This is an optimization exercise on Yosys and OpenROAD, whose aim is small area and a short achievable clock period, not a production implementation. RTL that was checked went through simulation tests only; none was proved equivalent to the original. No functional check of the RTL was part of runs 1 to 6. Power and IR drop assume default switching activity.

==> config.mk <==
export PLATFORM = sky130hd
export DESIGN_NAME = xspi_top
export DESIGN_NICKNAME = xspi_top
export VERILOG_FILES = /design/flow/design.v
export SDC_FILE = /design/flow/constraint.sdc
export NUM_CORES = 4
export LEC_CHECK = 0
export ABC_CLOCK_PERIOD_IN_PS = 2200
export CAP_MARGIN = 20
export CORE_MARGIN = 2
export CORE_UTILIZATION = 40
export SETUP_SLACK_MARGIN = 4.6
export SLEW_MARGIN = 20
==> constraint.sdc <==
create_clock -name core_clock -period 7.0 [get_ports {clk}]
set_input_delay 1.4000 -clock core_clock [delete_from_list [all_inputs] [get_ports {clk}]]
set_output_delay 1.4000 -clock core_clock [all_outputs]
set_load 0.01 [all_outputs]
==> design.v <==
module xspi_top (
    input  wire        clk,
    input  wire        rst_n,
    input  wire        start,
    input  wire [7:0]  command,
    input  wire [47:0] address,
    input  wire [63:0] wr_data,
    output reg  [63:0] rd_data,
    output reg         done,
    output reg         ready,
    output reg         xspi_cs_n,
    output reg  [7:0]  xspi_io
);
    reg  [4:0]  cyc;
    reg         is_wr;       
    reg         is_rd;       
    reg         clr_pend;    
    reg  [63:0] mem;         
    wire is_oth = ~is_wr & ~is_rd;
    wire c0  = (cyc == 5'd0);
    wire c1  = (cyc == 5'd1);
    wire c8  = (cyc == 5'd8);
    wire c16 = (cyc == 5'd16);
    wire c17 = (cyc == 5'd17);
    wire c1_7  = (cyc >= 5'd1) & (cyc <= 5'd7);
    wire c9_15 = (cyc >= 5'd9) & (cyc <= 5'd15);
    reg [4:0] cyc_nx;
    always @(*) begin
        if (c0)
            cyc_nx = start ? 5'd1 : 5'd0;
        else if ((c8 & is_oth) | (c16 & is_wr) | c17)
            cyc_nx = 5'd0;
        else
            cyc_nx = cyc + 5'd1;
    end
    always @(posedge clk or negedge rst_n) begin
        if (!rst_n)
            cyc <= 5'd0;
        else
            cyc <= cyc_nx;
    end
    always @(posedge clk or negedge rst_n) begin
        if (!rst_n)
            clr_pend <= 1'b1;
        else if (c8)
            clr_pend <= 1'b0;
    end
    always @(posedge clk) begin
        if (c1) begin
            is_wr <= (command == 8'hA5);
            is_rd <= (command == 8'hFF);
        end
    end
    wire data_nx = (c8 & ~is_oth) | c9_15;
    wire [7:0] data_byte =
          ({8{is_wr & (cyc == 5'd8)}}  & wr_data[63:56])
        | ({8{is_wr & (cyc == 5'd9)}}  & wr_data[55:48])
        | ({8{is_wr & (cyc == 5'd10)}} & wr_data[47:40])
        | ({8{is_wr & (cyc == 5'd11)}} & wr_data[39:32])
        | ({8{is_wr & (cyc == 5'd12)}} & wr_data[31:24])
        | ({8{is_wr & (cyc == 5'd13)}} & wr_data[23:16])
        | ({8{is_wr & (cyc == 5'd14)}} & wr_data[15:8])
        | ({8{is_wr & (cyc == 5'd15)}} & wr_data[7:0])
        | ({8{is_rd & data_nx}}        & mem[63:56]);
    wire [7:0] io_nx =
          ({8{c1}}              & command)
        | ({8{cyc == 5'd2}}     & address[47:40])
        | ({8{cyc == 5'd3}}     & address[39:32])
        | ({8{cyc == 5'd4}}     & address[31:24])
        | ({8{cyc == 5'd5}}     & address[23:16])
        | ({8{cyc == 5'd6}}     & address[15:8])
        | ({8{cyc == 5'd7}}     & address[7:0])
        | data_byte;
    always @(posedge clk) begin
        xspi_io   <= io_nx;
        xspi_cs_n <= ~(c1_7 | (c8 & ~is_oth) | c9_15 | (c16 & is_rd));
        done      <= (c8 & is_oth) | (c16 & is_wr) | c17;
        ready     <= c16 & is_rd;
    end
    reg mem_sh;      
    reg rd_ld;       
    always @(posedge clk) begin
        mem_sh <= (is_wr & (cyc >= 5'd8) & (cyc <= 5'd15))
                | (is_rd & (cyc >= 5'd7) & (cyc <= 5'd14));
        rd_ld  <= is_rd & (cyc == 5'd15);
    end
    wire [7:0] mem_in = (is_wr ? xspi_io : mem[63:56]) & {8{~clr_pend}};
    always @(posedge clk) begin
        if (clr_pend | mem_sh)
            mem <= {mem[55:0], mem_in};
    end
    always @(posedge clk) begin
        if (clr_pend | rd_ld)
            rd_data <= mem;
    end
endmodule
==> flow/run.sh <==
#!/bin/bash
# Standard ORFS layout, with plain buf_1 cells as the port buffers and a
# shallow clock tree.
set -euo pipefail
export BUFFER_PORTS_ARGS="-buffer_cell sky130_fd_sc_hd__buf_1"
export CTS_ARGS="-sink_clustering_enable -repair_clock_nets -buf_list sky130_fd_sc_hd__clkbuf_8 -root_buf sky130_fd_sc_hd__clkbuf_16 -sink_clustering_size 40 -sink_clustering_max_diameter 150 -dont_use_dummy_load"
export RECOVER_POWER=100
bash standard.sh "BUFFER_PORTS_ARGS=$BUFFER_PORTS_ARGS" "CTS_ARGS=$CTS_ARGS" finish > standard_flow.log 2>&1
==> standard.sh <==
#!/bin/bash
# synth_recipe.tcl (not shown) runs the flow's synth.tcl, then flattens the netlist and writes it again
# the make line also repeats each setting of config.mk as NAME=value (left out here)
make -C /OpenROAD-flow-scripts/flow DESIGN_CONFIG=/design/flow/config.mk WORK_HOME=/design/flow/orfs CLKGATE_MAP_FILE= SYNTH_SCRIPT=/design/flow/synth_recipe.tcl "${@:-finish}"
==> out/qor.csv, run 1 <==
metric;value;unit
status;failed layout checks;
failed_checks;capacitance limit, slew limit;
drtIter0Drc;308;
syn_area_per_cell;15.31;µm²
cp_cell_sequence;or2_2 -> clkbuf_1;
path_clk_slew;0.06;ns
clock-sinks;149;
dp.cells;763;
fp.coreArea;15030;µm²
final-setup-viol-count;0;
n_antenna_cell;0;
path_max_fanout;64;
post-dp-hpwl;11750;µm
wirelength;15720;µm
power_density;380.7;nW/µm²
drc;0;
ys_warn_count;1;
drtPass1Iterations;4;
synthArstFlopShare;4.027;%
grt_setup_unrepaired;no;
final.setup.tns;0;ns
die_area;16240;µm²
numCtsBuffers;17;
holdWs;0.4293;ns
fin_worst_skew;0.02169;ns
start_util;40.53;%
tightest_slew;3.524;ns
start_kind;flop;
insertion_delay;0.36;ns
hp-class;reg -> reg;
drive_gt1_share;6.081;%
min_period_over_period;55.30;%
grt_max_degree;65;
period_needed;3.871;ns
post_cts_buffers;0;
synth_cells;398;
crit_slowest_cell;clkbuf_1;
critPathKind;reg -> reg;
portBuffers;197;
critPathRequiredTime;6.88;ns
vias;4112;
antenna_found_initial;0;
io_pins;198;
crit_arrival;3.75;ns
critPathTopFamily;buffers and inverters;
cts_max_path_buffers;2;
ys_ff_latch;149;
cts_tree;built;
vias_per_cell;5.272;
place.gp.congestion;0.8763;
die_w;127.4;µm
syn_nets;526;
layout.nets;722;
fin_ws;3.129;ns
clock-root-buffer;clkbuf_16;
hold_violations;0;
die_h;127.4;µm
grt_pass1_vias;4164;
slew_headroom;-135.0;%
num_rows;45;
maxCapViolations;1;
max-vdd-ir-drop;0.1331;mV
synth_ff_type;edfxtp_1;
fmax;258.3;MHz
finalMaxSlewViolations;65;
yosys.cell_types.count;58;
synth_area;6093;µm²
syn2layout_area_growth;17.21;%
cp_num_buf_inv;1;
rrSetupSlack;3.13;ns
ant_nets;0;
grt.total_usage;19.41;%
max_stage_delay;2.46;ns
cp-end-kind;flop;
final_cells;780;
p_leak;2.334;nW
ys_seq_area_share;70.82;%
place_ws;4.463;ns
h-tree-depth;4;
post_drt_wl_per_cell;20.16;µm
synth_edf_count;130;
grt_pass1_wl;23140;µm
grt-ovfl-total;0;
## worst paths after layout
| kind | startpoint | to | cells past startpoint |
|---|---|---|---|
| max in group asynchronous | rst_n | clr_pend | 1 |
| hold / removal | mem[18] | rd_data[18] | 0 |
| setup reg to reg | clr_pend | rd_data[4] | 2 |
| hold reg to reg | mem[18] | rd_data[18] | 0 |
| min in group asynchronous | rst_n | cyc[1] | 1 |
| setup / recovery | clr_pend | rd_data[4] | 2 |
## cell type report
class,instances,area [µm²]
repair buffers,200,754.5
fillers,1414,7891
inverters,16,60.06
multi-input cells,210,1525
clock buffers,17,245.2
well taps,188,235.2
flip-flops and latches,149,4322
## worst register-to-register path: cells and delay by family, from the launching register on
kind,cells,cell delay [ns]
buffers and inverters,1,2.46
flip-flops,1,0.72
AND/OR/NAND/NOR,1,0.18
## state kept, by name, summed over array words and instances, names as in the netlist
signal and cells:
xspi_cs_n 1, cyc 5, mem_sh 1, is_rd 1, rd_data 64, rd_ld 1, xspi_io 8, done 1
mem 64, ready 1, clr_pend 1, is_wr 1
## Yosys cell counts, types with 5 or more instances
library cell / n / share of area, %
edfxtp_1: 130 / 64
mux2i_1: 33 / 5.4
nor2_1: 22 / 1.4
nand2_1: 20 / 1.2
inv_1: 16 / 0.99
dfxtp_1: 13 / 4.3
nor3_1: 10 / 0.82
a2111oi_2: 9 / 2.2
buf_2: 9 / 0.74
nand3_1: 9 / 0.74
a22oi_1: 8 / 0.99
o211ai_1: 8 / 0.99
a21oi_1: 7 / 0.57
buf_6: 7 / 1.3
o22ai_1: 7 / 0.72
o21ai_1: 6 / 0.49
dfrtp_1: 5 / 2.1
ha_1: 5 / 1.0
nand2b_1: 5 / 0.51
## cells in the final DEF (no fill, tap or decap), drive strengths merged, types with 2 or more instances in the layout
cell type  synthesis  routed
nand3              9       9
o22ai              7       7
o21ai              8       8
edfxtp           130     130
and3               2       2
nand2b             5       5
or3b               3       3
inv               16      16
xor2               2       2
nor2              25      25
nand4              2       2
o31ai              2       2
a31oi              2       2
nand2             21      21
ha                 5       5
o22a               2       2
dfrtp              5       5
nor4bb             2       2
a21oi              8       8
clkbuf             4      20
a221oi             3       3
nor3              10      10
a32oi              2       2
dfxtp             13      13
and2               2       2
o2bb2ai            4       4
and4               2       2
o32ai              3       3
or2                2       2
a22oi              8       8
nand4b             2       2
nor3b              2       2
nand3b             2       2
o211ai             8       8
a2111oi            9       9
buf               19     197
mux2i             33      33
a2bb2oi            3       3
## layer usage
metal	up-vias	share of wire, %	wire [µm]	track usage [%]
li1	1919	-	-	-
met1	1951	40	6267	23.39
met2	220	50	7848	33.44
met3	22	7.9	1237	5.318
met4	0	2.3	369	7.111
met5	-	0	0	0
## cells by family after synthesis
group | synth area share [%]
and+or+nand+nor | 8.891
DFF | 70.82
muxes | 5.421
AOI/OAI and AO/OA | 9.836
buffers and inverters | 3.573
xor gates and xnor gates | 0.4313
adders and majority gates | 1.027
## per-stage QoR
step                power (mW)  cell area (µm²)  utilization [%]
global placement         2.246             6937            46.14
floorplan                2.028             6093                -
global route             2.873             7142            47.51
finish                   2.719             7142            47.51
CTS                      2.764             7187            47.81
detailed placement       2.275             6937            46.14
## power breakdown
| group | leakage, nW | internal [mW] | switching (mW) |
|---|---|---|---|
| Clock | 0.127 | 0.229 | 0.255 |
| Sequential | 1.38 | 1.30 | 0.204 |
| Combinational | 0.825 | 0.292 | 0.440 |
## repair_timing
item	4_1_cts	5_1_grt
resized for setup	2	3
endpoints found under the setup margin	8	8
hold buffers	0	0
pin swaps	0	0
==> inputs of run 2 (changes only) <==
--- a/flow/run.sh
+++ b/flow/run.sh
@@ -4,5 +4,5 @@
 set -euo pipefail
 export BUFFER_PORTS_ARGS="-buffer_cell sky130_fd_sc_hd__buf_1"
 export CTS_ARGS="-sink_clustering_enable -repair_clock_nets -buf_list sky130_fd_sc_hd__clkbuf_8 -root_buf sky130_fd_sc_hd__clkbuf_16 -sink_clustering_size 40 -sink_clustering_max_diameter 150 -dont_use_dummy_load"
-export RECOVER_POWER=100
+
 bash standard.sh "BUFFER_PORTS_ARGS=$BUFFER_PORTS_ARGS" "CTS_ARGS=$CTS_ARGS" finish > standard_flow.log 2>&1
--- a/config.mk
+++ b/config.mk
@@ -9,5 +9,5 @@
 export CAP_MARGIN = 20
 export CORE_MARGIN = 2
 export CORE_UTILIZATION = 40
-export SETUP_SLACK_MARGIN = 4.6
+export SETUP_SLACK_MARGIN = 4.8
 export SLEW_MARGIN = 20
==> run 2 against run 1 <==
  * Now clean on timing, DRC and antenna
  * Register-to-register slack better by 1.8 ns
  * First-iteration DRC count grew 1.3%
  * Utilization up 1.8 points
  * Critical endpoint is now rd_data[7]
  * Flip-flop and latch count is the same
  * Die area stayed put
  * Sequential share of layout area is 2.0 points lower
  * Largest power group unchanged
  * Clock power about the same
==> out/qor.csv, run 2 <==
metric;value;unit;change
crit_arrival;0.90;ns;-2.85 ns
final-setup-viol-count;0;;unchanged
cp.depth;1;;-1
portBuffers;197;;unchanged
cp_cell_sequence;clkbuf_2;;
maxCapViolations;0;;-1
min_from;mem[18];;
grt_setup_unrepaired;yes;;
cp_num_buf_inv;1;;unchanged
synth_ff_type;edfxtp_1;;
critPathTopFamily;flip-flops;;
antenna_found_initial;0;;unchanged
finalMaxSlewViolations;0;;-100%
grt_pass1_vias;4172;;+0.19%
multi_input_area;1605;µm²;+5.3%
final.setup.tns;0;ns;unchanged
wirelength;15870;µm;+0.95%
grt_pass1_wl;23120;µm;about the same
p_sw_share;32.83;%;-0.20 points
ys_seq_area_share;70.82;%;unchanged
fillCellCount;1369;;-3.2%
die_w;127.4;µm;unchanged
die_area;16240;µm²;unchanged
fin_ws;4.705;ns;+1.576 ns
ant_nets;0;;unchanged
clock-root-buffer;clkbuf_16;;
post-dp-hpwl;11750;µm;unchanged
final_common_cell;buf_1;;
yosys.cell_types.count;58;;unchanged
syn_nets;526;;unchanged
cts_max_path_buffers;2;;unchanged
grt.total_usage;19.38;%;-0.027 points
path_clk_slew;0.06;ns;about the same
layout_common_cells;buf_1 (133), edfxtp_1 (130), clkbuf_2 (53), mux2i_1 (33), nor2_1 (22);;
syn_area_per_cell;15.31;µm²;unchanged
hold_violations;0;;unchanged
status;timing/DRC/antenna clean;;
holdWs;0.4337;ns;+0.004411 ns
fin_total_pwr;2.832;mW;+4.2%
insertion_delay;0.36;ns;about the same
synthArstFlopShare;4.027;%;unchanged
numCtsBuffers;17;;unchanged
max_stage_delay;0.41;ns;-2.05 ns
hp-class;reg -> reg;;
cts_tree;built;;
critPathRequiredTime;5.60;ns;-1.28 ns
vias;4143;;+0.75%
worstReg2RegStart;cyc[1];;
largestRegisters;mem x64, rd_data x64, xspi_io x8;;
synth_edf_count;130;;unchanged
period_needed;2.295;ns;-1.576 ns
p_clk_share;17.1;%;-0.7 points
final_util;49.27;%;+1.8 points
p_comb_share;29.9;%;+3.0 points
reg2reg_depth;6;;+4
max-vdd-ir-drop;0.1370;mV;+2.9%
synth_top_area_cell;edfxtp_1;;
cp-end-kind;output pin;;
synthTopCellsByArea;edfxtp_1 (64%), mux2i_1 (5.4%), dfxtp_1 (4.3%);;
ys_ff_latch;149;;unchanged
synth_top_area_share;64.07;%;unchanged
n_antenna_cell;0;;unchanged
grt_max_degree;65;;unchanged
place_ws;4.463;ns;unchanged
fmax;435.6;MHz;+69%
clock-sinks;149;;unchanged
h-tree-depth;4;;unchanged
die_h;127.4;µm;unchanged
final-seq-area;4335;µm²;+0.32%
io_pins;198;;unchanged
crit_slowest_cell;edfxtp_1;;
synth_most_common_cell;edfxtp_1;;
crit_start;rd_data[7];;
drc;0;;unchanged
post_drt_wl_per_cell;20.32;µm;+0.82%
start_kind;flop;;
fin_worst_skew;0.01927;ns;-0.002420 ns
tightest_slew;0.9032;ns;-2.621 ns
num_rows;45;;unchanged
synth_cells;398;;unchanged
path_max_fanout;1;;-98%
drtPass1Iterations;4;;unchanged
synthTopCellsByCount;edfxtp_1 (130), mux2i_1 (33), nor2_1 (22);;
power_density;382.4;nW/µm²;+0.43%
grt-ovfl-total;0;;unchanged
vias_per_cell;5.305;;+0.62%
layout.nets;723;;+0.14%
min_path_cells;0;;unchanged
drive_gt1_share;21.25;%;+15 points
power_frac_seq;53.0;%;-2.3 points
critPathKind;reg -> out;;
start_util;40.53;%;unchanged
p_int;1.902;mW;+4.5%
synth_area;6093;µm²;unchanged
slew_headroom;39.79;%;+170 points
syn2layout_area_growth;21.56;%;
ys_warn_count;1;;unchanged
fp.coreArea;15030;µm²;unchanged
power_switching;0.9299;mW;+3.5%
place.gp.congestion;0.8763;;unchanged
min_period_over_period;32.79;%;-23 points
p_leak;2.582;nW;+11%
drtIter0Drc;312;;+1.3%
[run 2: cell count changes in the layout (fill, tap and decap cells not counted), sizes merged]
cell    delta
buf       -49
clkbuf    +50
[run 2: path summary, 6_finish.rpt]
check / endpoint / slack (ns)
worst max-delay path: rd_data[7] / 4.70
worst min-delay path: rd_data[18] / 0.43
worst max register to register: xspi_io[1] / 4.89
worst min register to register: rd_data[18] / 0.43
max in group asynchronous: clr_pend / 5.73
min in group asynchronous: cyc[3] / 0.94
[run 2: kinds of logic (layout without fill, tap and decap cells)]
family | after synthesis | in the layout | share of synthesized area, %
adder cells (fa/ha/maj) | 5 | 5 | 1.027
AND/OR/NAND/NOR | 96 | 96 | 8.891
flip-flops | 149 | 149 | 70.82
buffers and inverters | 39 | 234 | 3.573
multiplexers | 33 | 33 | 5.421
AO/OA/AOI/OAI | 73 | 73 | 9.836
XOR/XNOR | 3 | 3 | 0.4313
[run 2: area by class of cell]
| cell class | instances | area share [%] |
|---|---|---|
| Sequential cell | 149 | 58.53 |
| Multi-Input combinational cell | 210 | 21.67 |
| Timing Repair Buffer | 201 | 12.50 |
| Clock buffer | 17 | 3.311 |
| Tap cell | 188 | 3.176 |
| Inverter | 16 | 0.8108 |
[run 2: routing by layer]
layer  up-vias  track usage (%)  routed length, µm
met5         -                0                  0
met4         0            7.111                378
met3        25            5.318               1210
met2       219            33.44               7903
met1      1974            23.31               6378
li1       1925                -                  -
[run 2: power groups by stage]
| stage | Sequential (mW) | Clock [mW] | Combinational (mW) |
|---|---|---|---|
| after global routing | 1.53 | 0.534 | 0.915 |
| after global placement | 1.50 | 0 | 0.743 |
| final | 1.50 | 0.484 | 0.846 |
| after CTS | 1.52 | 0.504 | 0.800 |
| after floorplan | 1.41 | 0 | 0.620 |
| after detailed placement | 1.52 | 0 | 0.755 |
[run 2: through the flow]
step | instance area, µm² | cells
CTS | 7286 | 780
detailed placement | 6937 | 763
floorplan | 6093 | 398
global placement | 6937 | 763
global route | 7407 | 781
finish | 7407 | 781
[run 2: worst register-to-register path, delay by kind of cell, from the launching register on]
family	cells	cell delay (ns)
and+or+nand+nor	1	0.49
AOI/OAI and AO/OA	3	0.46
buffers and inverters	1	0.11
adders and majority gates	1	0.48
DFF	1	0.47
[run 2: repair_timing]
action	CTS	global route
gates cloned	0	0
hold buffers	0	0
buffers inserted	0	1
setup endpoints to repair	84	84
resized for setup	37	60
pin swaps	0	0
==> inputs of run 3 (changes only) <==
--- a/config.mk
+++ b/config.mk
@@ -5,7 +5,7 @@
 export SDC_FILE = /design/flow/constraint.sdc
 export NUM_CORES = 4
 export LEC_CHECK = 0
-export ABC_CLOCK_PERIOD_IN_PS = 2200
+export ABC_AREA = 1
 export CAP_MARGIN = 20
 export CORE_MARGIN = 2
 export CORE_UTILIZATION = 40
==> run 3 against run 2 <==
  * Clock skew shrank 0.0067 ns
  * Largest power group unchanged
  * Flip-flop and latch count is the same
  * Still clean
  * Register-to-register slack improved by 0.05 ns
  * Highest routed layer unchanged
==> out/qor.csv, run 3 <==
metric;value;unit;change
status;timing/DRC/antenna clean;;
synth_cells;559;;+40%
vias;4771;;+15%
max-vdd-ir-drop;0.1576;mV;+15%
path_max_fanout;1;;unchanged
syn_area_per_cell;11.03;µm²;-28%
hold_end;rd_data[8];;
die_area;16430;µm²;+1.2%
cp-end-kind;output pin;;
start_util;40.73;%;+0.19 points
power_switching;0.9353;mW;+0.59%
ys_warn_count;1;;unchanged
crit_arrival;0.92;ns;+0.02 ns
grt-ovfl-total;0;;unchanged
max_stage_delay;0.41;ns;about the same
final_common_cell;edfxtp_1;;
syn_nets;687;;+31%
wirelength;16740;µm;+5.5%
cts_hold_buf;0;;unchanged
critPathTopFamily;flip-flops;;
largestRegisters;mem x64, rd_data x64, xspi_io x8;;
critPathRequiredTime;5.60;ns;about the same
start_kind;flop;;
post_drt_wl_per_cell;17.55;µm;-14%
final.setup.tns;0;ns;unchanged
clock-sinks;149;;unchanged
grt_setup_unrepaired;yes;;
final-setup-viol-count;0;;unchanged
regToRegEndpoint;xspi_io[5];;
drc;0;;unchanged
min_from;mem[8];;
cts_max_path_buffers;2;;unchanged
rrSetupSlack;4.94;ns;+0.05 ns
ys_ff_latch;149;;unchanged
synth_ff_type;edfxtp_1;;
layout.nets;896;;+24%
fp.coreArea;15150;µm²;+0.75%
dpl_cell_area;7067;µm²;+1.9%
fin_worst_skew;0.01259;ns;-0.006675 ns
power_density;360.4;nW/µm²;-5.7%
finalMaxSlewViolations;0;;unchanged
place.gp.congestion;0.8984;;+2.5%
p_comb_share;28.2;%;-1.7 points
syn2layout_area_growth;21.87;%;
portBuffers;197;;unchanged
grt.total_usage;20.84;%;+1.5 points
drtPass1Iterations;5;;+1
ys_seq_area_share;69.96;%;-0.86 points
cp_num_buf_inv;1;;unchanged
ant_nets;0;;unchanged
crit_slowest_cell;edfxtp_1;;
n_antenna_cell;0;;unchanged
p_sw_share;34.52;%;+1.7 points
layout_common_cells;edfxtp_1 (130), buf_1 (128), nand2_1 (126), nor2_1 (88), nand3_1 (58);;
reg2reg_depth;10;;+4
grt_pass1_vias;4897;;+17%
holdWs;0.4302;ns;-0.003440 ns
final_util;49.63;%;+0.36 points
insertion_delay;0.36;ns;about the same
synth_edf_count;130;;unchanged
synthArstFlopShare;4.027;%;unchanged
min_period_over_period;33.11;%;+0.32 points
fmax;431.5;MHz;-0.95%
p_clk_share;17.8;%;+0.7 points
min_path_cells;0;;unchanged
clock-root-buffer;clkbuf_16;;
h-tree-depth;4;;unchanged
p_leak;3.087;nW;+20%
final_cells;954;;+22%
drive_gt1_share;16.19;%;-5.1 points
num_rows;45;;unchanged
die_w;128.2;µm;+0.59%
path_clk_slew;0.07;ns;about the same
tightest_slew;0.8893;ns;-0.01381 ns
period_needed;2.318;ns;+0.02212 ns
maxCapViolations;0;;unchanged
cp_cell_sequence;buf_1;;
synthTopCellsByCount;edfxtp_1 (130), nand2_1 (126), nor2_1 (89);;
vias_per_cell;5.001;;-5.7%
p_int;1.774;mW;-6.7%
grt_max_degree;65;;unchanged
synth_most_common_cell;edfxtp_1;;
hp-class;reg -> reg;;
synth_area;6168;µm²;+1.2%
drtIter0Drc;372;;+19%
synth_top_area_cell;edfxtp_1;;
synth_top_area_share;63.29;%;-0.78 points
slew_headroom;40.49;%;+0.70 points
post-dp-hpwl;12540;µm;+6.8%
grt_pass1_wl;25150;µm;+8.8%
fillCellCount;1435;;+4.8%
power_frac_seq;54.0;%;+1.0 points
die_h;128.2;µm;+0.59%
dp.cells;933;;+22%
stdcell_area;7517;µm²;+1.5%
yosys.cell_types.count;33;;-43%
io_pins;198;;unchanged
antenna_found_initial;0;;unchanged
numCtsBuffers;17;;unchanged
hold_violations;0;;unchanged
worstReg2RegStart;cyc[0];;
cts_tree;built;;
critPathKind;reg -> out;;
synthTopCellsByArea;edfxtp_1 (63%), nand2_1 (7.7%), nor2_1 (5.4%);;
## run 3: changes by cell type in the layout (fill, tap and decap cells not counted), moves of 11 or more
cell / change
nand3_1: +49
inv_1: +34
nor2_1: +66
o21ai_0: +11
nand2_1: +106
mux2i_1: -33
## run 3: kinds of logic after synthesis
group,share of synthesized area (%)
simple gates,21.72
buf+inv,4.868
flops,69.96
compound gates,2.434
fa+ha+maj,1.014
## run 3: metal layers
metal  vias up  share of wire [%]  wire, µm  track usage (%)
li1       2285                  -         -                -
met1      2172                 40      6733            24.76
met2       263                 47      7851            34.07
met3        51                8.0      1335            5.175
met4         0                4.9       818            12.93
met5         -                  0         0                0
## run 3: cell type report
cell class                      count  area (µm²)  area share, %
Clock buffer                       17       245.2          3.262
Inverter                           55       214.0          2.846
Multi-Input combinational cell    343        1575          20.96
Sequential cell                   149        4328          57.57
Tap cell                          188       235.2          3.129
Timing Repair Buffer              202       919.6          12.23
## run 3: worst reg2reg max path, cell delays in order (launching register included)
cell     delay, ns
dfrtp_2       0.45
inv_1         0.10
ha_1          0.19
inv_1         0.05
nor2_1        0.67
nand3_1       0.19
nand2_1       0.13
nor2_1        0.05
nand2_1       0.07
nor2_1        0.06
nand3_1       0.07
## run 3: per-stage QoR
stage          power (mW)  setup slack [ns]
2_1_floorplan       1.900             5.101
3_3_place_gp        2.155             4.735
3_5_place_dp        2.181             4.712
4_1_cts             2.717             4.663
5_1_grt             2.877             4.647
6_report            2.709             4.682
## run 3: worst max path at each step
stage	startpoint	to	slack, ns	depth (start not counted)
floorplan	address[40]	xspi_io[0]	5.10	6
global placement	command[7]	xspi_io[7]	4.74	7
detailed placement	command[3]	xspi_io[3]	4.71	7
CTS	rd_data[2]	rd_data[2]	4.66	1
global route	rd_data[2]	rd_data[2]	4.65	1
finish	rd_data[2]	rd_data[2]	4.68	1
## run 3: timing repair
action	4_1_cts	5_1_grt
endpoints found under the setup margin	80	81
gates resized for setup	30	66
buffers inserted	4	0
## run 3: power by group through the flow
stage / sequential (mW) / clock [mW] / combinational (mW)
global placement: 1.46 / 0 / 0.694
global route: 1.49 / 0.535 / 0.852
floorplan: 1.41 / 0 / 0.488
CTS: 1.46 / 0.501 / 0.756
detailed placement: 1.47 / 0 / 0.708
finish: 1.46 / 0.483 / 0.763
==> inputs of run 4 (changes only) <==
--- a/config.mk
+++ b/config.mk
@@ -9,5 +9,5 @@
 export CAP_MARGIN = 20
 export CORE_MARGIN = 2
 export CORE_UTILIZATION = 40
-export SETUP_SLACK_MARGIN = 4.8
+export SETUP_SLACK_MARGIN = 4.7
 export SLEW_MARGIN = 20
==> run 4 against run 3 <==
  * Non-clock buffer count up 1
  * Routed wire length down 1.0%
  * Critical path type unchanged
  * Critical path depth unchanged
  * Critical endpoint unchanged
==> out/qor.csv, run 4 <==
metric;value;unit;change
status;timing/DRC/antenna clean;;
h-tree-depth;4;;unchanged
hp-class;reg -> reg;;
num_rows;45;;unchanged
synth_cells;559;;unchanged
max-vdd-ir-drop;0.1564;mV;-0.72%
path_clk_slew;0.07;ns;about the same
syn_area_per_cell;11.03;µm²;unchanged
cts_tree;built;;
clock-sinks;149;;unchanged
cp-end-kind;output pin;;
grt_setup_unrepaired;yes;;
largestRegisters;mem x64, rd_data x64, xspi_io x8;;
power_density;358.6;nW/µm²;-0.50%
synthTopCellsByCount;edfxtp_1 (130), nand2_1 (126), nor2_1 (89);;
min_path_cells;0;;unchanged
drtPass1Iterations;5;;unchanged
min_from;mem[8];;
hold_end;rd_data[8];;
place.gp.congestion;0.8984;;unchanged
critPathTopFamily;flip-flops;;
final-setup-viol-count;0;;unchanged
layout.nets;897;;+0.11%
grt-ovfl-total;0;;unchanged
synthArstFlopShare;4.027;%;unchanged
fin_worst_skew;0.01292;ns;+0.0003271 ns
finalMaxSlewViolations;0;;unchanged
stdcell_area;7433;µm²;-1.1%
synth_ff_type;edfxtp_1;;
final_util;49.08;%;-0.55 points
period_needed;2.316;ns;-0.001970 ns
slew_headroom;39.84;%;-0.65 points
crit_slowest_cell;edfxtp_1;;
cp_num_buf_inv;1;;unchanged
min_period_over_period;33.08;%;about the same
ant_nets;0;;unchanged
fmax;431.8;MHz;about the same
grt.total_usage;20.67;%;-0.17 points
start_util;40.73;%;unchanged
drc;0;;unchanged
ys_warn_count;1;;unchanged
place_ws;4.712;ns;unchanged
synth_top_area_share;63.29;%;unchanged
hold_violations;0;;unchanged
synth_area;6168;µm²;unchanged
yosys.cell_types.count;33;;unchanged
holdWs;0.4274;ns;-0.002830 ns
fin_ws;4.684;ns;+0.001970 ns
wirelength;16570;µm;-1.0%
dpl_cell_area;7067;µm²;unchanged
start_kind;flop;;
rrSetupSlack;4.86;ns;-0.08 ns
final.setup.tns;0;ns;unchanged
grt_pass1_vias;4830;;-1.4%
die_area;16430;µm²;unchanged
max_stage_delay;0.41;ns;about the same
insertion_delay;0.36;ns;about the same
tightest_slew;0.8990;ns;+0.009676 ns
syn_nets;687;;unchanged
path_max_fanout;1;;unchanged
p_leak;3.023;nW;-2.1%
numCtsBuffers;17;;unchanged
cp_cell_sequence;buf_1;;
clock-root-buffer;clkbuf_16;;
post_drt_wl_per_cell;17.35;µm;-1.1%
grt_pass1_wl;24960;µm;-0.77%
critPathRequiredTime;5.60;ns;about the same
synthTopCellsByArea;edfxtp_1 (63%), nand2_1 (7.7%), nor2_1 (5.4%);;
post-dp-hpwl;12540;µm;unchanged
die_w;128.2;µm;unchanged
vias_per_cell;4.987;;-0.27%
synth_edf_count;130;;unchanged
ys_ff_latch;149;;unchanged
syn2layout_area_growth;20.51;%;
io_pins;198;;unchanged
reg2reg_depth;12;;+2
die_h;128.2;µm;unchanged
regToRegEndpoint;xspi_io[6];;
grt_max_degree;65;;unchanged
n_antenna_cell;0;;unchanged
layout_common_cells;buf_1 (146), edfxtp_1 (130), nand2_1 (126), nor2_1 (89), nand3_1 (58);;
crit_arrival;0.92;ns;about the same
portBuffers;197;;unchanged
worstReg2RegStart;cyc[0];;
maxCapViolations;0;;unchanged
vias;4763;;-0.17%
ys_seq_area_share;69.96;%;unchanged
drive_gt1_share;12.65;%;-3.5 points
antenna_found_initial;0;;unchanged
synth_most_common_cell;edfxtp_1;;
synth_top_area_cell;edfxtp_1;;
drtIter0Drc;374;;+0.54%
final_common_cell;buf_1;;
cts_max_path_buffers;2;;unchanged
critPathKind;reg -> out;;
fp.coreArea;15150;µm²;unchanged
## run 4: final cells by class
class	instances	area [µm²]
clock buffer	17	245.2
timing repair buffer	203	853.3
multi-input combinational	343	1568
inverter	55	214.0
sequential	149	4318
fill	1441	7712
tap	188	235.2
## run 4: logic make-up (layout without fill, tap and decap cells)
logic type      count (synthesis)  after routing  share of synthesized area [%]
compound gates                 26             26                          2.434
fa+ha+maj                       5              5                          1.014
buf+inv                        67            275                          4.868
flops                         149            149                          69.96
simple gates                  312            312                          21.72
## run 4: per-layer routing
layer,track usage [%],wire length [µm],part of all wire (%),vias up
li1,-,-,-,2288
met1,24.84,6797,41,2181
met2,33.98,7855,47,246
met3,5.134,1205,7.3,48
met4,11.76,711,4.3,0
met5,0,0,0,-
## run 4: worst reg2reg max path: cells and delay by family, from the launching register on
kind          cells  cell delay [ns]
flops             1             0.45
buf+inv           2             0.26
fa+ha+maj         2             0.50
simple gates      8             0.82
## run 4: worst max-delay path by stage
stage               cells past startpoint        start    endpoint  slack [ns]
CTS                                     1   rd_data[2]  rd_data[2]        4.66
global placement                        7   command[7]  xspi_io[7]        4.74
detailed placement                      7   command[3]  xspi_io[3]        4.71
global route                            1   rd_data[8]  rd_data[8]        4.65
floorplan                               6  address[40]  xspi_io[0]        5.10
finish                                  1   rd_data[2]  rd_data[2]        4.68
## run 4: power by group
part / total (mW) / switching (mW) / internal [mW]
combinational: 0.729 / 0.523 / 0.206
clock: 0.481 / 0.252 / 0.229
sequential: 1.46 / 0.148 / 1.31
total: 2.67 / 0.923 / 1.74
## run 4: what timing repair did
item	CTS	global route
hold buffers	0	0
resized for setup	5	52
setup endpoints to repair	23	63
setup buffers	0	5
## run 4: through the flow
stage	power (mW)	cells
floorplan	1.900	559
global placement	2.155	933
detailed placement	2.181	933
CTS	2.671	950
global route	2.836	955
finish	2.666	955
==> inputs of run 5 (changes only) <==
==> flow/run.sh (replaced) <==
#!/bin/bash
# Standard ORFS layout, with plain buf_1 cells as the port buffers and a
# shallow clock tree.
set -euo pipefail
export BUFFER_PORTS_ARGS="-buffer_cell sky130_fd_sc_hd__buf_1"
export CTS_ARGS="-sink_clustering_enable -repair_clock_nets -buf_list sky130_fd_sc_hd__clkbuf_16 -root_buf sky130_fd_sc_hd__clkbuf_16 -sink_clustering_size 80 -sink_clustering_max_diameter 500 -sink_clustering_levels 1 -dont_use_dummy_load"

bash standard.sh "BUFFER_PORTS_ARGS=$BUFFER_PORTS_ARGS" "CTS_ARGS=$CTS_ARGS" finish > standard_flow.log 2>&1
--- a/config.mk
+++ b/config.mk
@@ -5,9 +5,9 @@
 export SDC_FILE = /design/flow/constraint.sdc
 export NUM_CORES = 4
 export LEC_CHECK = 0
-export ABC_AREA = 1
+export ABC_CLOCK_PERIOD_IN_PS = 2200
 export CAP_MARGIN = 20
 export CORE_MARGIN = 2
 export CORE_UTILIZATION = 40
-export SETUP_SLACK_MARGIN = 4.7
+export SETUP_SLACK_MARGIN = 4.8
 export SLEW_MARGIN = 20
==> run 5 against run 4 <==
  * Register-to-register slack better by 0.04 ns
  * Total power is 14% higher
  * Critical endpoint is now rd_data[7]
  * Utilization is 1.3 points higher
  * Clock skew is 0.0043 ns higher
==> out/qor.csv, run 5 <==
metric;value;unit;change
max_stage_delay;0.40;ns;about the same
ys_warn_count;1;;unchanged
crit_arrival;0.94;ns;+0.02 ns
synth_top_family_by_area;compound AO/OA/AOI/OAI gates;;
fin_total_pwr;3.049;mW;+14%
cp.depth;1;;unchanged
drtIter0Drc;349;;-6.7%
num_rows;45;;unchanged
syn2layout_area_growth;24.31;%;
fin_worst_skew;0.01718;ns;+0.004267 ns
largestRegisters;mem x64, rd_data x64, xspi_io x8;;
ys_ff_latch;149;;unchanged
min_from;mem[18];;
clock-root-buffer;clkbuf_16;;
wl_met1;6325;µm;-6.9%
fin_ws;4.656;ns;-0.02819 ns
tightest_slew;0.9085;ns;+0.009476 ns
muxShareOfSynthArea;5.421;%;+5.4 points
start_util;40.53;%;-0.19 points
synth_ff_type;edfxtp_1;;
clock-sinks;149;;unchanged
place.gp.congestion;0.8763;;-2.5%
p_leak;2.661;nW;-12%
n_antenna_cell;0;;unchanged
layout_common_cells;buf_1 (133), edfxtp_1 (130), clkbuf_2 (53), mux2i_1 (33), nor2_1 (22);;
fmax;426.7;MHz;-1.2%
synth_most_common_cell;edfxtp_1;;
grt_setup_unrepaired;yes;;
ys_seq_area_share;70.82;%;+0.86 points
syn_area_per_cell;15.31;µm²;+39%
regToRegEndpoint;xspi_io[1];;
holdWs;0.4298;ns;+0.002382 ns
vias;4158;;-13%
die_h;127.4;µm;-0.59%
stdcell_area;7575;µm²;+1.9%
place_ws;4.463;ns;-0.2487 ns
wirelength;15900;µm;-4.0%
grt.total_usage;19.52;%;-1.2 points
critPathRequiredTime;5.60;ns;about the same
h-tree-depth;4;;unchanged
drc;0;;unchanged
status;timing/DRC/antenna clean;;
hold_violations;0;;unchanged
start_kind;flop;;
hold_end;rd_data[18];;
die_w;127.4;µm;-0.59%
post_drt_wl_per_cell;20.36;µm;+17%
cts_tree;built;;
synthSimpleGateAreaFrac;8.891;%;-13 points
path_max_fanout;1;;unchanged
synthArstFlopShare;4.027;%;unchanged
crit_slowest_cell;edfxtp_1;;
synth_compound_area_share;9.836;%;+7.4 points
top_layer;met4;;
syn_nets;526;;-23%
min_period_over_period;33.48;%;+0.40 points
yosys.area_share.adder;1.027;%;+0.012 points
numCtsBuffers;17;;unchanged
critPathKind;reg -> out;;
ant_nets;0;;unchanged
grt_pass1_wl;23200;µm;-7.1%
grt_pass1_vias;4201;;-13%
io_pins;198;;unchanged
maxCapViolations;0;;unchanged
antenna_found_initial;0;;unchanged
slew_headroom;39.43;%;-0.41 points
wl_met3;1248;µm;+3.6%
wl_met2;8037;µm;+2.3%
power_density;402.5;nW/µm²;+12%
synth_top_area_share;64.07;%;+0.78 points
synthXorXnorAreaFrac;0.4312;%;+0.43 points
dpl_cell_area;6937;µm²;-1.8%
post-dp-hpwl;11750;µm;-6.4%
cp_num_buf_inv;1;;unchanged
insertion_delay;0.41;ns;+0.05 ns
synth_top_area_cell;edfxtp_1;;
grt-ovfl-total;0;;unchanged
final.setup.tns;0;ns;unchanged
fp.coreArea;15030;µm²;-0.74%
final-setup-viol-count;0;;unchanged
reg2reg_depth;6;;-6
die_area;16240;µm²;-1.2%
final_common_cell;buf_1;;
synthTopCellsByArea;edfxtp_1 (64%), mux2i_1 (5.4%), dfxtp_1 (4.3%);;
drive_gt1_share;21.25;%;+8.6 points
cp-end-kind;output pin;;
yosys.cell_types.count;58;;+76%
layout.nets;723;;-19%
synth_edf_count;130;;unchanged
rrSetupSlack;4.90;ns;+0.04 ns
min_path_cells;0;;unchanged
drtPass1Iterations;5;;unchanged
cp_cell_sequence;clkbuf_2;;
cts_max_path_buffers;2;;unchanged
finalMaxSlewViolations;0;;unchanged
synth_cells;398;;-29%
portBuffers;197;;unchanged
synthTopCellsByCount;edfxtp_1 (130), mux2i_1 (33), nor2_1 (22);;
period_needed;2.344;ns;+0.02819 ns
critPathTopFamily;flip-flops;;
synth_area;6093;µm²;-1.2%
hp-class;reg -> reg;;
path_clk_slew;0.05;ns;-0.02 ns
vias_per_cell;5.324;;+6.7%
max-vdd-ir-drop;0.2079;mV;+33%
grt_max_degree;65;;unchanged
crit_start;rd_data[7];;
worstReg2RegStart;cyc[1];;
run 5: stage by stage:
stage          util, %  instances
6_report         50.39        781
5_1_grt          50.39        781
4_1_cts          49.66        780
3_5_place_dp     46.14        763
3_3_place_gp     46.14        763
2_1_floorplan        -        398
run 5: layout make-up:
class,instances,area (µm²)
repair buffers,201,925.9
well taps,188,235.2
multi-input cells,210,1593
fillers,1350,7458
inverters,16,60.06
clock buffers,17,425.4
flip-flops and latches,149,4335
run 5: timing repair:
action                     CTS  global route
pin swaps                    0             1
hold buffers                 0             0
setup buffers                0             1
setup endpoints to repair   84            84
resized for setup           37            59
run 5: kinds of logic (layout without fill, tap and decap cells):
kind of cell,Yosys count,after routing
flip-flops,149,149
adder cells (fa/ha/maj),5,5
XOR/XNOR,3,3
buffers and inverters,39,234
AND/OR/NAND/NOR,96,96
multiplexers,33,33
AO/OA/AOI/OAI,73,73
run 5: worst max-delay path by stage:
| stage | end | slack (ns) |
|---|---|---|
| final | rd_data[7] | 4.66 |
| after global routing | rd_data[2] | 4.62 |
| after CTS | rd_data[3] | 4.64 |
| after floorplan | xspi_io[7] | 4.82 |
| after global placement | xspi_io[7] | 4.48 |
| after detailed placement | xspi_io[7] | 4.46 |
run 5: layer usage:
layer / global-route usage (%) / up-vias
li1: - / 1926
met3: 5.318 / 21
met1: 23.40 / 1977
met4: 7.886 / 0
met5: 0 / -
met2: 33.44 / 234
run 5: power by group:
group          internal [mW]  total [mW]  switching [mW]
sequential              1.31        1.50           0.197
combinational          0.364       0.840           0.475
clock                  0.419       0.704           0.285
total                   2.09        3.05           0.957
==> inputs of run 6 (changes only) <==
==> flow/run.sh (replaced) <==
#!/bin/bash
# Standard ORFS layout, with plain buf_1 cells as the port buffers and a
# shallow clock tree.
set -euo pipefail
export BUFFER_PORTS_ARGS="-buffer_cell sky130_fd_sc_hd__buf_1"
export CTS_ARGS="-sink_clustering_enable -repair_clock_nets -buf_list sky130_fd_sc_hd__clkbuf_16 -root_buf sky130_fd_sc_hd__clkbuf_16 -sink_clustering_size 50 -sink_clustering_max_diameter 500 -dont_use_dummy_load"

bash standard.sh "BUFFER_PORTS_ARGS=$BUFFER_PORTS_ARGS" "CTS_ARGS=$CTS_ARGS" finish > standard_flow.log 2>&1
==> run 6 against run 5 <==
  * Clock power is essentially flat
  * Sequential share of layout area is the same
  * Sequential power about the same
  * Routed wire length unchanged
  * Die area is the same
  * Global-route usage did not move
  * Combinational power about the same
  * Maximum frequency stayed put
  * Clock skew unchanged
  * Non-clock buffer count is the same
  * Still clean on timing, DRC and antenna
  * Highest routed layer unchanged
  * Critical endpoint unchanged
==> out/qor.csv, run 6 <==
metric;value;unit;change
stdcell_area;7575;µm²;unchanged
cts_hold_buf;0;;unchanged
busiest_layer;met2;;
die_w;127.4;µm;unchanged
start_kind;flop;;
rrSetupSlack;4.90;ns;about the same
critPathTopFamily;flip-flops;;
drtIter0Drc;349;;unchanged
fmax;426.7;MHz;unchanged
die_area;16240;µm²;unchanged
maxCapViolations;0;;unchanged
reg2reg_depth;6;;unchanged
grtUsageMet1;23.40;%;unchanged
synth_top_family_by_area;compound AO/OA/AOI/OAI gates;;
synth_most_common_cell;edfxtp_1;;
antenna_found_initial;0;;unchanged
holdWs;0.4298;ns;unchanged
min_period_over_period;33.48;%;unchanged
synth_compound_area_share;9.836;%;unchanged
critPathKind;reg -> out;;
dpl_cell_area;6937;µm²;unchanged
synth_cells;398;;unchanged
max_stage_delay;0.40;ns;about the same
tightest_slew;0.9085;ns;unchanged
cp_num_buf_inv;1;;unchanged
status;timing/DRC/antenna clean;;
final_util;50.39;%;unchanged
cp-end-kind;output pin;;
cts_tree;built;;
power_switching;0.9572;mW;unchanged
synth_top_area_cell;edfxtp_1;;
fp.coreArea;15030;µm²;unchanged
wirelength;15900;µm;unchanged
hold_violations;0;;unchanged
largestRegisters;mem x64, rd_data x64, xspi_io x8;;
ys_ff_latch;149;;unchanged
cp_cell_sequence;clkbuf_2;;
multi_input_area;1593;µm²;unchanged
met3_usage;5.318;%;unchanged
place.gp.congestion;0.8763;;unchanged
syn_area_per_cell;15.31;µm²;unchanged
path_clk_slew;0.05;ns;about the same
start_util;40.53;%;unchanged
synth_ff_type;edfxtp_1;;
finalMaxSlewViolations;0;;unchanged
synthXorXnorAreaFrac;0.4312;%;unchanged
p_clk_share;23.1;%;about the same
power_frac_seq;49.4;%;about the same
layout_common_cells;buf_1 (133), edfxtp_1 (130), clkbuf_2 (53), mux2i_1 (33), nor2_1 (22);;
grt_pass1_wl;23200;µm;unchanged
numCtsBuffers;17;;unchanged
drc;0;;unchanged
crit_start;rd_data[7];;
place_ws;4.463;ns;unchanged
clock-root-buffer;clkbuf_16;;
fin_total_pwr;3.049;mW;unchanged
p_int;2.091;mW;unchanged
fillCellCount;1350;;unchanged
post_drt_wl_per_cell;20.36;µm;unchanged
ant_nets;0;;unchanged
syn2layout_area_growth;24.31;%;unchanged
ys_seq_area_share;70.82;%;unchanged
worstReg2RegStart;cyc[1];;
final_cells;781;;unchanged
synth_top_area_share;64.07;%;unchanged
clock-sinks;149;;unchanged
fin_worst_skew;0.01718;ns;unchanged
grt-ovfl-total;0;;unchanged
path_max_fanout;1;;unchanged
critPathCapture;rd_data[7];;
p_sw_share;31.40;%;unchanged
ys_warn_count;1;;unchanged
die_h;127.4;µm;unchanged
h-tree-depth;4;;unchanged
synth_edf_count;130;;unchanged
muxShareOfSynthArea;5.421;%;unchanged
n_antenna_cell;0;;unchanged
grt_pass1_vias;4201;;unchanged
final-seq-area;4335;µm²;unchanged
final_common_cell;buf_1;;
max-vdd-ir-drop;0.2079;mV;unchanged
p_comb_share;27.6;%;about the same
power_density;402.5;nW/µm²;unchanged
critPathRequiredTime;5.60;ns;about the same
grt_max_degree;65;;unchanged
synthSimpleGateAreaFrac;8.891;%;unchanged
drive_gt1_share;21.25;%;unchanged
synth_area;6093;µm²;unchanged
yosys.cell_types.count;58;;unchanged
drtPass1Iterations;5;;unchanged
vias_per_cell;5.324;;unchanged
p_leak;2.661;nW;unchanged
cp.depth;1;;unchanged
crit_slowest_cell;edfxtp_1;;
vias;4158;;unchanged
final.setup.tns;0;ns;unchanged
dp.cells;763;;unchanged
grt_use_met2;33.44;%;unchanged
cts_max_path_buffers;2;;unchanged
yosys.area_share.adder;1.027;%;unchanged
synthTopCellsByCount;edfxtp_1 (130), mux2i_1 (33), nor2_1 (22);;
syn_nets;526;;unchanged
fin_ws;4.656;ns;unchanged
final-setup-viol-count;0;;unchanged
hp-class;reg -> reg;;
post-dp-hpwl;11750;µm;unchanged
synthTopCellsByArea;edfxtp_1 (64%), mux2i_1 (5.4%), dfxtp_1 (4.3%);;
num_rows;45;;unchanged
regToRegEndpoint;xspi_io[1];;
grt.total_usage;19.52;%;unchanged
layout.nets;723;;unchanged
grt_setup_unrepaired;yes;;
insertion_delay;0.41;ns;about the same
crit_arrival;0.94;ns;about the same
period_needed;2.344;ns;unchanged
slew_headroom;39.43;%;unchanged
io_pins;198;;unchanged
portBuffers;197;;unchanged
synthArstFlopShare;4.027;%;unchanged
==> run 6: cell counts in the layout (fill, tap and decap cells not counted) <==
Identical to the previous run, type by type.
==> run 6: cells by family (layout without fill, tap and decap cells) <==
logic type,count (synthesis),count (layout)
DFF,149,149
and+or+nand+nor,96,96
AOI/OAI and AO/OA,73,73
buffers and inverters,39,234
adders and majority gates,5,5
xor gates and xnor gates,3,3
muxes,33,33
==> run 6: repair_timing <==
action,CTS,global route
setup buffers,0,1
resized for setup,37,59
endpoints found under the setup margin,84,84
pin swaps,0,1
endpoints found under the hold margin,0,0
cloned,0,0
==> run 6: final cells by class <==
cell class	instances	share of cell area [%]
Inverter	16	0.7929
Tap cell	188	3.105
Timing Repair Buffer	201	12.22
Clock buffer	17	5.616
Multi-Input combinational cell	210	21.03
Sequential cell	149	57.23
==> run 6: layer usage <==
metal / up-vias / part of all wire, %
met4: 0 / 1.8
li1: 1926 / -
met3: 21 / 7.8
met5: - / 0
met1: 1977 / 40
met2: 234 / 51
==> run 6: worst min path at each step <==
| stage | cells after the start | slack, ns | endpoint | startpoint |
|---|---|---|---|---|
| 4_1_cts | 0 | 0.43 | rd_data[18] | mem[18] |
| 3_3_place_gp | 0 | 0.43 | rd_data[51] | mem[51] |
| 6_report | 0 | 0.43 | rd_data[18] | mem[18] |
| 2_1_floorplan | 0 | 0.42 | mem[10] | mem[2] |
| 3_5_place_dp | 0 | 0.43 | rd_data[46] | mem[46] |
| 5_1_grt | 0 | 0.45 | rd_data[48] | mem[48] |
==> run 6: power by group through the flow <==
stage | combinational [mW] | sequential (mW) | clock [mW]
2_1_floorplan | 0.620 | 1.41 | 0
4_1_cts | 0.800 | 1.52 | 0.728
3_5_place_dp | 0.755 | 1.52 | 0
3_3_place_gp | 0.743 | 1.50 | 0
5_1_grt | 0.909 | 1.54 | 0.757
6_report | 0.840 | 1.50 | 0.704
==> inputs of run 7 (changes only) <==
--- a/design.v
+++ b/design.v
@@ -77,20 +77,16 @@
         done      <= (c8 & is_oth) | (c16 & is_wr) | c17;
         ready     <= c16 & is_rd;
     end
-    reg mem_sh;      
-    reg rd_ld;       
-    always @(posedge clk) begin
-        mem_sh <= (is_wr & (cyc >= 5'd8) & (cyc <= 5'd15))
-                | (is_rd & (cyc >= 5'd7) & (cyc <= 5'd14));
-        rd_ld  <= is_rd & (cyc == 5'd15);
-    end
+    wire mem_wr  = is_wr & ((cyc >= 5'd9) & (cyc <= 5'd16));
+    wire mem_rot = is_rd & (c8 | c9_15);
     wire [7:0] mem_in = (is_wr ? xspi_io : mem[63:56]) & {8{~clr_pend}};
     always @(posedge clk) begin
-        if (clr_pend | mem_sh)
+        if (clr_pend | mem_wr | mem_rot)
             mem <= {mem[55:0], mem_in};
     end
+    wire rd_sh = is_rd & ((cyc >= 5'd9) & (cyc <= 5'd16));
     always @(posedge clk) begin
-        if (clr_pend | rd_ld)
-            rd_data <= mem;
+        if (clr_pend | rd_sh)
+            rd_data <= {rd_data[55:0], xspi_io & {8{~clr_pend}}};
     end
 endmodule
==> run.sh (new file) <==
#!/bin/bash
# synth_recipe.tcl (not shown) runs the flow's synth.tcl, then flattens the netlist and writes it again
# the make line also repeats each setting of config.mk as NAME=value (left out here)
make -C /OpenROAD-flow-scripts/flow DESIGN_CONFIG=/design/flow/config.mk WORK_HOME=/design/flow/orfs CLKGATE_MAP_FILE= SYNTH_SCRIPT=/design/flow/synth_recipe.tcl finish
--- a/config.mk
+++ b/config.mk
@@ -5,9 +5,7 @@
 export SDC_FILE = /design/flow/constraint.sdc
 export NUM_CORES = 4
 export LEC_CHECK = 0
-export ABC_CLOCK_PERIOD_IN_PS = 2200
 export CAP_MARGIN = 20
 export CORE_MARGIN = 2
 export CORE_UTILIZATION = 40
-export SETUP_SLACK_MARGIN = 4.8
 export SLEW_MARGIN = 20
removed: flow/run.sh
removed: standard.sh
==> run 7 against run 6 <==
  * Still clean on timing, DRC and antenna
  * Register-to-register slack got worse by 1.0 ns
  * Setup slack got worse by 0.81 ns
  * Non-clock buffer count decreased by 1
  * Utilization increased by 9.5 points
  * Critical path depth increased by 6
  * Critical endpoint is now mem[55]
  * Largest power group unchanged
==> out/qor.csv, run 7 <==
metric;value;unit;change
p_sw_share;31.00;%;-0.40 points
power_density;438.4;nW/µm²;+8.9%
place_ws;3.773;ns;-0.6904 ns
final_cells;776;;-0.64%
fin_ws;3.851;ns;-0.8053 ns
n_antenna_cell;0;;unchanged
path_max_fanout;64;;+63
portBuffers;197;;unchanged
post_cts_buffers;0;;unchanged
p_clk_share;24.9;%;+1.8 points
finalMaxSlewViolations;0;;unchanged
synthTopCellsByCount;edfxtp_1 (130), nor2_1 (29), mux2i_1 (25);;
final_util;59.93;%;+9.5 points
synth_most_common_cell;edfxtp_1;;
synthTopCellsByArea;edfxtp_1 (65%), mux2i_1 (4.2%), dfxtp_1 (3.7%);;
post_drt_wl_per_cell;21.10;µm;+3.6%
io_pins;198;;unchanged
p_int;2.635;mW;+26%
tightest_slew;0.9704;ns;+0.06188 ns
numCtsBuffers;17;;unchanged
synthArstFlopShare;4.082;%;+0.055 points
cts_hold_buf;0;;unchanged
critPathKind;reg -> reg;;
slew_headroom;35.31;%;-4.1 points
drtPass1Iterations;6;;+1
hp-class;reg -> reg;;
cts_max_path_buffers;2;;unchanged
start_kind;flop;;
num_rows;44;;-2.2%
post-dp-hpwl;11990;µm;+2.1%
grt_pass1_vias;4317;;+2.8%
synth_area;5972;µm²;-2.0%
layout.nets;707;;-2.2%
fmax;317.6;MHz;-26%
syn_nets;512;;-2.7%
wirelength;16370;µm;+3.0%
p_comb_share;31.2;%;+3.6 points
vias_per_cell;5.379;;+1.0%
place.gp.congestion;0.8864;;+1.2%
grt-ovfl-total;0;;unchanged
power_frac_seq;43.9;%;-5.5 points
power_switching;1.184;mW;+24%
p_leak;3.046;nW;+14%
final.setup.tns;0;ns;unchanged
insertion_delay;0.40;ns;about the same
ys_ff_latch;147;;-1.3%
final_common_cell;clkdlybuf4s50_1;;
period_needed;3.149;ns;+0.8053 ns
drive_gt1_share;8.108;%;-13 points
ys_warn_count;1;;unchanged
die_h;126.2;µm;-0.97%
path_clk_slew;0.06;ns;about the same
synth_cells;384;;-3.5%
grt_pass1_wl;24920;µm;+7.4%
synth_top_area_cell;edfxtp_1;;
grt.total_usage;20.71;%;+1.2 points
grt_setup_unrepaired;no;;
h-tree-depth;4;;unchanged
max-vdd-ir-drop;0.2743;mV;+32%
hold_violations;0;;unchanged
drtIter0Drc;330;;-5.4%
start_util;41.09;%;+0.56 points
fin_worst_skew;0.006129;ns;-0.01106 ns
final-setup-viol-count;0;;unchanged
fillCellCount;1169;;-13%
ant_nets;0;;unchanged
cp-end-kind;flop;;
synth_edf_count;130;;unchanged
synth_ff_type;edfxtp_1;;
largestRegisters;mem x64, rd_data x64, xspi_io x8;;
drc;0;;unchanged
clock-sinks;147;;-1.3%
crit_arrival;3.18;ns;+2.24 ns
maxCapViolations;0;;unchanged
die_area;15920;µm²;-1.9%
syn2layout_area_growth;45.86;%;
clock-root-buffer;clkbuf_16;;
status;timing/DRC/antenna clean;;
fp.coreArea;14530;µm²;-3.3%
min_period_over_period;44.99;%;+12 points
post_cts_resized;0;;-100%
ys_seq_area_share;71.59;%;+0.77 points
die_w;126.2;µm;-0.97%
grt_max_degree;65;;unchanged
cts_tree;built;;
synth_top_area_share;65.37;%;+1.3 points
syn_area_per_cell;15.55;µm²;+1.6%
layout_common_cells;clkdlybuf4s50_1 (197), edfxtp_1 (130), nor2_1 (29), mux2i_1 (25), clkbuf_16 (19);;
critPathRequiredTime;7.03;ns;+1.43 ns
rrSetupSlack;3.85;ns;-1.05 ns
fin_total_pwr;3.819;mW;+25%
antenna_found_initial;0;;unchanged
yosys.cell_types.count;61;;+5.2%
vias;4174;;+0.38%
dp.cells;744;;-2.5%
==> run 7: final timing paths <==
kind,start,to,cells after the start
worst max-delay path,cyc[0],mem[55],7
worst min-delay path,mem[46],mem[54],0
worst max register to register,cyc[0],mem[55],7
worst min register to register,mem[46],mem[54],0
max in group asynchronous,rst_n,clr_pend,1
min in group asynchronous,rst_n,cyc[4],1
==> run 7: routing by layer <==
| layer | global-route usage [%] | routed length (µm) | up-vias |
|---|---|---|---|
| met5 | 0 | 0 | - |
| met4 | 7.304 | 327 | 0 |
| met3 | 4.630 | 864 | 27 |
| met2 | 33.05 | 8026 | 156 |
| met1 | 28.14 | 7155 | 2076 |
| li1 | - | - | 1915 |
==> run 7: cell families (layout without fill, tap and decap cells) <==
| logic type | count (synthesis) | in the layout | synth area share [%] |
|---|---|---|---|
| DFF | 147 | 147 | 71.59 |
| AOI/OAI and AO/OA | 75 | 75 | 10.22 |
| and+or+nand+nor | 96 | 96 | 9.198 |
| adders and majority gates | 5 | 5 | 1.048 |
| muxes | 28 | 28 | 4.819 |
| xor gates and xnor gates | 2 | 2 | 0.2934 |
| buffers and inverters | 31 | 239 | 2.828 |
==> run 7: power groups by stage <==
stage	sequential [mW]	combinational [mW]	clock (mW)
final	1.68	1.19	0.952
after global routing	1.72	1.29	1.01
after CTS	1.68	1.20	0.971
after detailed placement	1.69	1.19	0
after global placement	1.67	1.18	0
after floorplan	1.71	0.669	0
==> run 7: cell type report <==
class                           count  area, µm²  share of cell area, %
Sequential cell                   147       4275                  49.08
Clock inverter                      8      120.1                  1.379
Tap cell                          184      230.2                  2.643
Clock buffer                       24      524.3                  6.018
Multi-Input combinational cell    206       1540                  17.68
Inverter                            7      26.28                 0.3016
Timing Repair Buffer              200       1994                  22.90
==> run 7: worst max-delay path: stages (launching register included) <==
cell     delay, ns
dfrtp_1       0.44
inv_1         0.13
ha_1          0.73
nand2_1       0.20
o32ai_1       0.34
a21oi_1       0.17
o21ai_4       0.10
buf_4         0.62
==> run 7: stage by stage <==
stage | area (µm²) | hold slack [ns]
after global placement | 8066 | 0.4014
after floorplan | 5972 | 0.4003
final | 8711 | 0.4163
after global routing | 8711 | 0.4197
after CTS | 8711 | 0.4173
after detailed placement | 8066 | 0.4045

==> what the ideal ports hide <==
The results above use ideal ports. As a check the final layouts listed here were re-extracted and re-timed, cells and wires unchanged.
Step 1 sets driving cells, clkbuf_16 on the clock port and buf_2 on the other inputs (assumed; they add their load-dependent delay and slew).
Step 2 adds t to the input delays and takes it off the output delays; t is the mean of the earliest and latest rising clock arrival at the registers after step 1. Input paths then give back, and output paths get back, about the clock's delay inside the block.
Slacks: ideal / step 1 / step 2; pairs: ideal / step 1.
run | shift t [ns] | slack for setup (ns) | hold WS [ns]
run 1 | 0.392 | 3.129 / 3.129 / 3.129 | 0.429 / 0.429 / 0.429
run 2 | 0.393 | 4.704 / 4.661 / 4.446 | 0.434 / 0.434 / 0.434
run 3 | 0.395 | 4.682 / 4.646 / 4.714 | 0.430 / 0.430 / 0.430
run 4 | 0.391 | 4.684 / 4.649 / 4.705 | 0.427 / 0.427 / 0.427
run 5 | 0.441 | 4.656 / 4.614 / 4.475 | 0.430 / 0.430 / 0.430
run 6 | 0.441 | 4.656 / 4.614 / 4.475 | 0.430 / 0.430 / 0.430
run 7 | 0.437 | 3.851 / 3.851 / 3.724 | 0.416 / 0.416 / 0.416
For run 2, which loses most, drivers alone change the setup slack by -0.043 ns; drivers and shift together by -0.258 ns.
